This design comes from an exercise in tuning for small area on the open sky130 flow, not from production work.
In this exercise RTL edits were held to simulation tests only and were not proved equivalent to the original.
Power figures rest on the tool's default switching activity, not on a simulated workload.

==> flow/design.v (excerpt) <==
module top (
  input  logic clk,   
  input  logic reset_n_in,
  input  logic midi_in,
  output logic note_cv_p,
  output logic note_cv_n
);
  logic [3:0] rc;       
  logic       rn;       
  logic       rn_d;     
  wire        rc_full = rc[3] & rc[1];
  always_ff @(posedge clk) begin
    if (~reset_n_in)
      rc <= 4'd0;
    else if (~rc_full)
      rc <= rc + 4'd1;
    rn   <= rc_full;
    rn_d <= rn;
  end
  logic [4:0] rxb;
  always_ff @(posedge clk)
    rxb <= {rxb[3:0], midi_in};
  wire rxs = rxb[4];
  logic [9:0] t;        
  logic [4:0] b;        
  wire idle   = b[4] & b[2];
  wire tmatch = t[9] & t[8] & t[4] & t[3] & t[2] & t[1] & t[0];   
  wire eor    = b[4] & b[1] & b[0];                                
  wire b18    = b[4] & b[1] & ~b[0];                               
  always_ff @(posedge clk) begin
    if (idle | tmatch)
      t <= 10'd0;
    else
      t <= t + 10'd1;
  end
  always_ff @(posedge clk) begin
    if (~rn | eor)
      b <= 5'd20;
    else if (idle)
      b <= rxs ? 5'd20 : 5'd0;
    else if (tmatch)
      b <= b + 5'd1;
  end
  logic [7:0] sr;
  always_ff @(posedge clk)
    if (tmatch & ~b[0])
      sr <= {rxs, sr[7:1]};
  wire ok = rn & tmatch & b18 & rxs;    
  logic [1:0] kind, len;
  logic [6:0] n;
  wire is_data = ~sr[7];
  wire is_stat = sr[7] & ~&sr[6:4];
  wire [1:0] kind_new = {~|sr[6:5], ~|sr[6:5] ? sr[4] : (sr[6] & ~sr[5])};
  wire [1:0] maxl = (kind == 2'b01) ? 2'd1 : 2'd2;
  ...
Size: ~660 cells after synthesis, about 280 flip-flops, ~5 I/O pins, ~8500 um^2 of cells after synthesis.
==> module top, before the edit <==
module top (
  input  logic clk,   
  input  logic reset_n_in,
  input  logic midi_in,
  output logic note_cv_p,
  output logic note_cv_n
);
  logic [3:0] rc;       
  logic       rn;       
  logic       rn_d;     
  wire        rc_full = rc[3] & rc[1];
  always_ff @(posedge clk) begin
    if (~reset_n_in)
      rc <= 4'd0;
    else if (~rc_full)
      rc <= rc + 4'd1;
    rn   <= rc_full;
    rn_d <= rn;
  end
  logic [4:0] rxb;
  always_ff @(posedge clk)
    rxb <= {rxb[3:0], midi_in};
  wire rxs = rxb[4];
  logic [9:0] t;        
  logic [4:0] b;        
  wire idle   = b[4] & b[2];
  wire tmatch = t[9] & t[8] & t[4] & t[3] & t[2] & t[1] & t[0];   
  wire eor    = b[4] & b[1] & b[0];                                
  wire b18    = b[4] & b[1] & ~b[0];                               
  always_ff @(posedge clk) begin
    if (idle | tmatch)
      t <= 10'd0;
    else
      t <= t + 10'd1;
  end
  always_ff @(posedge clk) begin
    if (~rn | eor)
      b <= 5'd20;
    else if (idle)
      b <= rxs ? 5'd20 : 5'd0;
    else if (tmatch)
      b <= b + 5'd1;
  end
  logic [7:0] sr;
  always_ff @(posedge clk)
    if (tmatch & ~b[0])
      sr <= {rxs, sr[7:1]};
  wire ok = rn & tmatch & b18 & rxs;    
  logic [1:0] kind, len;
  logic [6:0] n;
  wire is_data = ~sr[7];
  wire is_stat = sr[7] & ~&sr[6:4];
  wire [1:0] kind_new = {~|sr[6:5], ~|sr[6:5] ? sr[4] : (sr[6] & ~sr[5])};
  wire [1:0] maxl = (kind == 2'b01) ? 2'd1 : 2'd2;
  wire [1:0] nlen = is_stat ? 2'd0 : is_data ? ((len == maxl) ? 2'd1 : len + 2'd1) : len;
  wire ev    = kind[1] & (nlen == maxl);
  wire is_on = kind[0] & (|sr[6:0]);
  always_ff @(posedge clk) begin
    if (~rn) begin
      kind <= 2'b00;
      len  <= 2'd0;
    end
    else if (ok) begin
      if (is_stat)
        kind <= kind_new;
      len <= nlen;
    end
  end
  always_ff @(posedge clk)
    if (ok & kind[1] & (nlen == 2'd1))
      n <= sr[6:0];
  logic [3:0]  ph;                  
  logic [15:0][10:0] ring;          
  logic [4:0]  k;                   
  wire [6:0] hn = ring[15][10:4];
  wire [3:0] hd = ring[15][3:0];
  wire kz   = (k == 5'd0);
  wire k1   = (k == 5'd1);
  wire full = k[4];
  wire act  = (hd != 4'hf) | full;
  wire neq  = (hn == n);
  wire nmatch = act & neq;
  wire newest = act & (hd == 4'd0);
  wire second = act & (hd == 4'd1);
  localparam logic [2:0] S_IDLE = 3'd0, S_ARM = 3'd1, S_F = 3'd2, S_R1 = 3'd3,
                         S_R2 = 3'd4, S_WT = 3'd5, S_P1 = 3'd6, S_P2 = 3'd7;
  logic [2:0] st;
  logic [3:0] tm;
  logic       op;                   
  logic       hit;                  
  logic [3:0] a1, a2;               
  logic [6:0] o2;                   
  logic       held;
  logic [3:0] q;                    
  wire ph15 = &ph;
  wire teq  = (tm == ((st == S_R1) ? a1 : a2));
  wire held_p1 = nmatch | (held & (ph != 4'd0));
  wire go   = op ? (~held_p1 & ~full) : held_p1;
  always_ff @(posedge clk) begin
    if (~rn)
      st <= S_IDLE;
    else begin
      case (st)
        S_IDLE: if (ok & ev) st <= S_ARM;
        S_ARM:  if (eor) st <= S_F;
        S_F:    if (&tm) st <= (~op & hit & ~kz) ? S_R1 : S_WT;
        S_R1:   if (teq) st <= S_R2;
        S_R2:   if (teq) st <= S_WT;
        S_WT:   if (ph15) st <= S_P1;
        S_P1:   if (ph15) st <= go ? S_P2 : S_IDLE;
        default: if (ph15) st <= S_IDLE;
      endcase
    end
  end
  always_ff @(posedge clk) begin
    if ((st == S_ARM) | ((st == S_R1) & teq))
      tm <= 4'd0;
    else
      tm <= tm + 4'd1;
  end
  always_ff @(posedge clk)
    if (st == S_IDLE)
      op <= is_on;
  always_ff @(posedge clk) begin
    if (newest) begin
      hit <= neq;
      a1  <= ph;
    end
    if (second | (newest & k1)) begin
      a2 <= ph | {4{~second}};
      o2 <= hn;
    end
  end
  wire p2     = (st == S_P2);
  wire ins_w  = p2 & op & ~act & ~held;
  wire del_c  = p2 & ~op & nmatch;
  wire del_d  = p2 & ~op & act & (hd > q);
  wire inc    = p2 & op & act;
  always_ff @(posedge clk) begin
    if (st == S_P1) begin
      if (nmatch)
        q <= hd;
      held <= held_p1;
    end
    else if (ins_w)
      held <= 1'b1;
  end
  logic [3:0] nd;
  always_comb begin
    if (ins_w)
      nd = 4'd0;
    else if (kz | del_c)
      nd = 4'hf;
    else if (inc)
      nd = hd + 4'd1;
    else if (del_d)
      nd = hd - 4'd1;
    else
      nd = hd;
  end
  always_ff @(posedge clk) begin
    ph <= ph + 4'd1;
    ring <= {ring[14:0], {ins_w ? n : hn, nd}};
  end
  always_ff @(posedge clk) begin
    if (~rn)
      k <= 5'd0;
    else if (ins_w)
      k <= k + 5'd1;
    else if (p2 & ~op & ph15)
      k <= k - 5'd1;
  end
  wire fire = ((st == S_F) & (tm == 4'd6) & op & ~full) | ((st == S_R2) & teq);
  wire [6:0] src = (st == S_F) ? n : o2;
  wire ge60 = src[6] | (&src[5:2]);
  logic [5:0] w;
  always_ff @(posedge clk) begin
    if (~rn_d)
      w <= 6'd0;
    else if (fire)
      w <= {src[5:3] | {3{ge60}}, src[2] & ~ge60, src[1:0] | {2{ge60}}};
  end
  logic [5:0] dc;
  logic       den;
  wire        dm = dc[5] & dc[4] & dc[0];    
  always_ff @(posedge clk) begin
    if (~rn | dm)
      dc <= 6'd0;
    else
      dc <= dc + 6'd1;
    den <= dm;
  end
  logic [5:0] dse;
  wire  [6:0] add = {1'b0, w} + {1'b0, dse};
  always_ff @(posedge clk) begin
    if (~rn)
      dse <= 6'd0;
    else if (den)
      dse <= add[5:0];
    note_cv_p <= add[6];
  end
  assign note_cv_n = ~note_cv_p;
endmodule
Settings: LEC_CHECK=0, CAP_MARGIN=20, CORE_MARGIN=2, CORE_UTILIZATION=40, SLEW_MARGIN=20; clock period 20.0 ns.
run.sh (not shown) runs the stock make flow with config.mk's settings and CLKGATE_MAP_FILE= SYNTH_SCRIPT=/design/flow/synth_recipe.tcl, a recipe that flattens the netlist after the stock synthesis.
Rerun with:
--- a/flow/design.v
+++ b/flow/design.v
@@ -94,8 +94,7 @@
   logic [3:0] q;                    
   wire ph15 = &ph;
   wire teq  = (tm == ((st == S_R1) ? a1 : a2));
-  wire held_p1 = nmatch | (held & (ph != 4'd0));
-  wire go   = op ? (~held_p1 & ~full) : held_p1;
+  wire go   = op ? (~held & ~full) : held;
   always_ff @(posedge clk) begin
     if (~rn)
       st <= S_IDLE;
@@ -140,7 +139,7 @@
     if (st == S_P1) begin
       if (nmatch)
         q <= hd;
-      held <= held_p1;
+      held <= nmatch | (held & (ph != 4'd0));
     end
     else if (ins_w)
       held <= 1'b1;
Routed wire length shrinks by 2.9%.
Cell area went down by 1.6%.
Core utilization fell by 0.62 points.
Non-clock buffer count came out lower by 1.
Total power falls by 2.3%.
Maximum frequency rose by 0.64%.
Die area goes down by 0.76%.
Setup slack is better by 34 ps.
Critical path depth does not change.
Synthesized cell count rose by 2.4%.
Clock-buffer cell count climbs by 3.
Clock skew decreases by 8.7 ps.
Area after synthesis fell by 0.78%.

========
## run a
The RTL this note starts from:
==> flow/design.v <==
module top (
  input  logic clk,   
  input  logic reset_n_in,
  input  logic midi_in,
  output logic note_cv_p,
  output logic note_cv_n
);
  logic [3:0] rc;       
  logic       rn;       
  wire        rc_full = rc[3] & rc[1];
  always_ff @(posedge clk) begin
    if (~reset_n_in)
      rc <= 4'd0;
    else if (~rc_full)
      rc <= rc + 4'd1;
    rn   <= rc_full;
  end
  wire rn_u = reset_n_in & rc[3] & (rc[1] | rc[0]);    
  logic [2:0] rxb;
  always_ff @(posedge clk)
    rxb <= {rxb[1:0], midi_in};
  wire rxs = rxb[2];
  logic [9:0] t;        
  logic [4:0] b;        
  wire idle   = b[4] & b[2];
  wire tmatch = (t == 10'b0100011001);
  wire eor    = b[4] & b[1] & b[0];                                
  wire b18    = b[4] & b[1] & ~b[0];                               
  always_ff @(posedge clk) begin
    if (idle | tmatch)
      t <= 10'd0;
    else
      t <= {t[8:0], ~(t[9] ^ t[6])};
  end
  always_ff @(posedge clk) begin
    if (~rn_u | eor)
      b <= 5'd20;
    else if (idle)
      b <= rxs ? 5'd20 : 5'd0;
    else if (tmatch)
      b <= b + 5'd1;
  end
  logic [7:0] sr;
  wire shift = tmatch & ~b[0] & ~b18;
  wire ok = rn_u & tmatch & b18 & rxs;    
  logic [1:0] kind, len;
  logic [6:0] n;
  wire is_data = ~sr[7];
  wire is_stat = sr[7] & ~&sr[6:4];
  wire [1:0] kind_new = {~|sr[6:5], ~|sr[6:5] ? sr[4] : (sr[6] & ~sr[5])};
  wire [1:0] maxl = (kind == 2'b01) ? 2'd1 : 2'd2;
  wire [1:0] nlen = is_stat ? 2'd0 : is_data ? ((len == maxl) ? 2'd1 : len + 2'd1) : len;
  wire ev    = kind[1] & (nlen == maxl);
  wire is_on = kind[0] & (|sr[6:0]);
  always_ff @(posedge clk) begin
    if (~rn) begin
      kind <= 2'b00;
      len  <= 2'd0;
    end
    else if (ok) begin
      if (is_stat)
        kind <= kind_new;
      len <= nlen;
    end
  end
  always_ff @(posedge clk)
    if (ok & kind[1] & (nlen == 2'd1))
      n <= sr[6:0];
  logic [3:0]  ph;
  logic [15:0][10:0] ring;          
  logic        full;                
  logic        empty;               
  wire [6:0] hn = ring[15][10:4];
  wire [3:0] hd = ring[15][3:0];
  wire act    = (hd != 4'hf) | full;
  wire neq    = (hn == n);
  wire nmatch = act & neq;
  wire second = act & (hd == 4'd1);
  wire age14  = act & (hd == 4'd14);
  localparam logic [2:0] S_IDLE = 3'd0, S_ARM = 3'd1, S_F = 3'd2, S_R1 = 3'd3,
                         S_R2 = 3'd4, S_WT = 3'd5, S_P2 = 3'd6;
  logic [2:0] st;
  logic [3:0] tm;
  logic       op;                   
  logic       held;                 
  logic       nw;                   
  logic       s2;                   
  logic       s14;                  
  logic [6:0] o2;                   
  wire  [3:0] a1 = sr[3:0];
  wire  [3:0] q  = sr[3:0];
  wire  [3:0] a2 = sr[7:4];
  wire ph15  = &ph;
  wire tend  = &tm;
  wire scan  = (st == S_ARM) | ((st == S_F) & ~tend);
  wire go    = op ? (~held & ~full) : held;
  wire adv = (st == S_IDLE) ? (ok & ev) :
             ((st == S_ARM) | (st == S_F) | (st == S_R1) | (st == S_R2)) ? tend : ph15;
  always_ff @(posedge clk) begin
    if (~rn | (adv & ((st == S_P2) | ((st == S_WT) & ~go))))
      st <= S_IDLE;
    else if (adv)
      st <= st + 3'd1;
  end
  always_ff @(posedge clk) begin
    if (st == S_IDLE)
      tm <= 4'd13;
    else if (tend & ((st == S_F) | (st == S_R1)))
      tm <= (st == S_F) ? ~a1 : (~a2 & {4{s2}});    
    else
      tm <= tm + 4'd1;
  end
  wire p2     = (st == S_P2);
  wire ins_w  = p2 & op & ~act & ~held;
  wire del_c  = p2 & ~op & nmatch;
  wire del_d  = p2 & ~op & act & (nw ? (hd != 4'd0) : (hd > q));
  wire inc    = p2 & op & act;
  always_ff @(posedge clk) begin
    if (ok)
      op <= is_on;
    if (st == S_IDLE) begin
      held <= 1'b0;
      nw   <= 1'b0;
      s2   <= 1'b0;
      s14  <= 1'b0;
    end
    else if (scan) begin
      held <= held | nmatch;
      nw   <= nw | (nmatch & (hd == 4'd0));
      s2   <= s2 | second;
      s14  <= s14 | age14;
      if (second)
        o2 <= hn;
    end
    else if (ins_w)
      held <= 1'b1;
  end
  always_ff @(posedge clk) begin
    if (st == S_IDLE) begin
      if (shift)
        sr <= {rxs, sr[7:1]};
    end
    else if (scan) begin
      if (nmatch)
        sr[3:0] <= (hd == 4'd0) ? ph : hd;
      if (second)
        sr[7:4] <= ph;
    end
  end
  always_ff @(posedge clk) begin
    if (~rn) begin
      full  <= 1'b0;
      empty <= 1'b1;
    end
    else if (p2 & ph15) begin
      full  <= op & s14;
      empty <= 1'b0;      
    end
  end
  logic [3:0] nd;
  always_comb begin
    if (ins_w)
      nd = 4'd0;
    else if (empty | del_c)
      nd = 4'hf;
    else if (inc)
      nd = hd + 4'd1;
    else if (del_d)
      nd = hd - 4'd1;
    else
      nd = hd;
  end
  always_ff @(posedge clk) begin
    ph <= ph + 4'd1;
    ring <= {ring[14:0], {ins_w ? n : hn, nd}};
  end
  wire fire = ((st == S_F) & (tm == 4'd6) & op & ~full) | ((st == S_R2) & tend & ~op & nw);
  wire [6:0] src = ((st == S_F) | ~s2) ? n : o2;    
  wire ge60 = src[6] | (&src[5:2]);
  logic [5:0] w;
  always_ff @(posedge clk) begin
    if (~rn)
      w <= 6'd0;
    else if (fire)
      w <= {src[5:3] | {3{ge60}}, src[2] & ~ge60, src[1:0] | {2{ge60}}};
  end
  logic [5:0] dc;
  wire        dm  = (dc == 6'b001001);
  wire        den = (dc == 6'd0);
  always_ff @(posedge clk) begin
    if (~rn | dm)
      dc <= 6'd0;
    else
      dc <= {dc[4:0], ~(dc[5] ^ dc[4])};
  end
  logic [5:0] dse;
  wire  [6:0] add = {1'b0, w} + {1'b0, dse};
  always_ff @(posedge clk) begin
    if (~rn)
      dse <= 6'd0;
    else if (den)
      dse <= add[5:0];
    note_cv_p <= add[6];
  end
  assign note_cv_n = ~note_cv_p;
endmodule
Settings: LEC_CHECK=0, CAP_MARGIN=20, CORE_MARGIN=2, CORE_UTILIZATION=40, CTS_BUF_LIST=sky130_fd_sc_hd__clkbuf_8, CTS_CLUSTER_DIAMETER=60, CTS_CLUSTER_SIZE=20, SLEW_MARGIN=20; clock period 20.0 ns.
standard.sh (not shown) runs the stock make flow with config.mk's settings and CLKGATE_MAP_FILE= SYNTH_SCRIPT=/design/flow/synth_recipe.tcl, a recipe that flattens the netlist after the stock synthesis.
==> flow/flow/run.sh <==
#!/bin/bash
set -euo pipefail
export CTS_ARGS="-sink_clustering_enable -repair_clock_nets -dont_use_dummy_load -buf_list sky130_fd_sc_hd__clkbuf_8 -sink_clustering_size 20 -sink_clustering_max_diameter 60"
bash standard.sh > standard.log 2>&1
### run a -> run b
diff --git a/flow/design.v b/flow/design.v
--- a/flow/design.v
+++ b/flow/design.v
@@ -14,13 +14,12 @@
     else if (~rc_full)
       rc <= rc + 4'd1;
     rn   <= rc_full;
   end
-  wire rn_u = reset_n_in & rc[3] & (rc[1] | rc[0]);    
-  logic [2:0] rxb;
+  logic [4:0] rxb;
   always_ff @(posedge clk)
-    rxb <= {rxb[1:0], midi_in};
-  wire rxs = rxb[2];
+    rxb <= {rxb[3:0], midi_in};
+  wire rxs = rxb[4];
   logic [9:0] t;        
   logic [4:0] b;        
   wire idle   = b[4] & b[2];
   wire tmatch = (t == 10'b0100011001);
@@ -32,18 +31,18 @@
     else
       t <= {t[8:0], ~(t[9] ^ t[6])};
   end
   always_ff @(posedge clk) begin
-    if (~rn_u | eor)
+    if (~rn | eor)
       b <= 5'd20;
     else if (idle)
       b <= rxs ? 5'd20 : 5'd0;
     else if (tmatch)
       b <= b + 5'd1;
   end
   logic [7:0] sr;
   wire shift = tmatch & ~b[0] & ~b18;
-  wire ok = rn_u & tmatch & b18 & rxs;    
+  wire ok = rn & tmatch & b18 & rxs;    
   logic [1:0] kind, len;
   logic [6:0] n;
   wire is_data = ~sr[7];
   wire is_stat = sr[7] & ~&sr[6:4];
@@ -91,21 +90,23 @@
   wire  [3:0] q  = sr[3:0];
   wire  [3:0] a2 = sr[7:4];
   wire ph15  = &ph;
   wire tend  = &tm;
-  wire scan  = (st == S_ARM) | ((st == S_F) & ~tend);
+  wire first = (st == S_ARM);
+  wire scan  = first | ((st == S_F) & ~tend);
   wire go    = op ? (~held & ~full) : held;
   wire adv = (st == S_IDLE) ? (ok & ev) :
-             ((st == S_ARM) | (st == S_F) | (st == S_R1) | (st == S_R2)) ? tend : ph15;
+             (st == S_ARM)  ? eor :
+             ((st == S_F) | (st == S_R1) | (st == S_R2)) ? tend : ph15;
   always_ff @(posedge clk) begin
     if (~rn | (adv & ((st == S_P2) | ((st == S_WT) & ~go))))
       st <= S_IDLE;
     else if (adv)
       st <= st + 3'd1;
   end
   always_ff @(posedge clk) begin
-    if (st == S_IDLE)
-      tm <= 4'd13;
+    if (st == S_ARM)
+      tm <= 4'd0;
     else if (tend & ((st == S_F) | (st == S_R1)))
       tm <= (st == S_F) ? ~a1 : (~a2 & {4{s2}});    
     else
       tm <= tm + 4'd1;
@@ -117,19 +118,13 @@
   wire inc    = p2 & op & act;
   always_ff @(posedge clk) begin
     if (ok)
       op <= is_on;
-    if (st == S_IDLE) begin
-      held <= 1'b0;
-      nw   <= 1'b0;
-      s2   <= 1'b0;
-      s14  <= 1'b0;
-    end
-    else if (scan) begin
-      held <= held | nmatch;
-      nw   <= nw | (nmatch & (hd == 4'd0));
-      s2   <= s2 | second;
-      s14  <= s14 | age14;
+    if (scan) begin
+      held <= nmatch | (held & ~first);
+      nw   <= (nmatch & (hd == 4'd0)) | (nw & ~first);
+      s2   <= second | (s2 & ~first);
+      s14  <= age14 | (s14 & ~first);
       if (second)
         o2 <= hn;
     end
     else if (ins_w)
@@ -153,9 +148,9 @@
       empty <= 1'b1;
     end
     else if (p2 & ph15) begin
       full  <= op & s14;
-      empty <= 1'b0;      
+      empty <= ~op & ~s2;
     end
   end
   logic [3:0] nd;
   always_comb begin
### Flow results
- The run with more routed wire is run b, not run a.
- Run b vs run a, number of stages on the worst setup path went down by 3.
- Changes observed in run b relative to run a: sequential share of layout area moved up, slew at the pin closest to its max-slew limit now larger, maximum frequency saw an increase, time the final worst path needs with I/O delays and setup went down.
- Delta (run b minus run a): latest clock arrival within the worst-skew pair fell 0.02 ns; multi-input combinational area share fell 0.58 points; final cell count rose 6; number of flip-flops and latches rose 2; setup slack rose 0.36 ns.
- Of run b and run a, it is run b that has the higher cell area.
- Across both runs, via count was higher for run b than for run a.

-- afterwards: timing with drivers on the ports --
In the flow no input, the clock included, has a driving cell. The finished layouts below were timed again as built, in two steps.
Step 1 assumes that a clkbuf_16 drives the clock port and a buf_2 every other input.
Step 2 also shifts input and output timing later by t, the mid clock arrival at the registers, as if the neighbouring blocks saw the same clock.
Three values: ideal, step 1, step 2; two values: the first two.
| run | shift t [ns] | slack for setup (ns) | worst slew at a driven data input, ns |
|---|---|---|---|
| the first run of note 1 | 0.574 | 14.581 / 14.537 / 15.111 | 0.03 |
| the second run of note 1 | 0.560 | 14.616 / 14.571 / 15.132 | 0.03 |
| run a | 0.542 | 14.228 / 14.243 / 13.701 | 0.03 |
| run b | 0.534 | 14.590 / 14.552 / 15.086 | 0.03 |
After both steps setup and hold are still met in every run listed. For run a, which loses most, drivers alone change the setup slack by +0.015 ns; drivers and shift together by -0.527 ns.
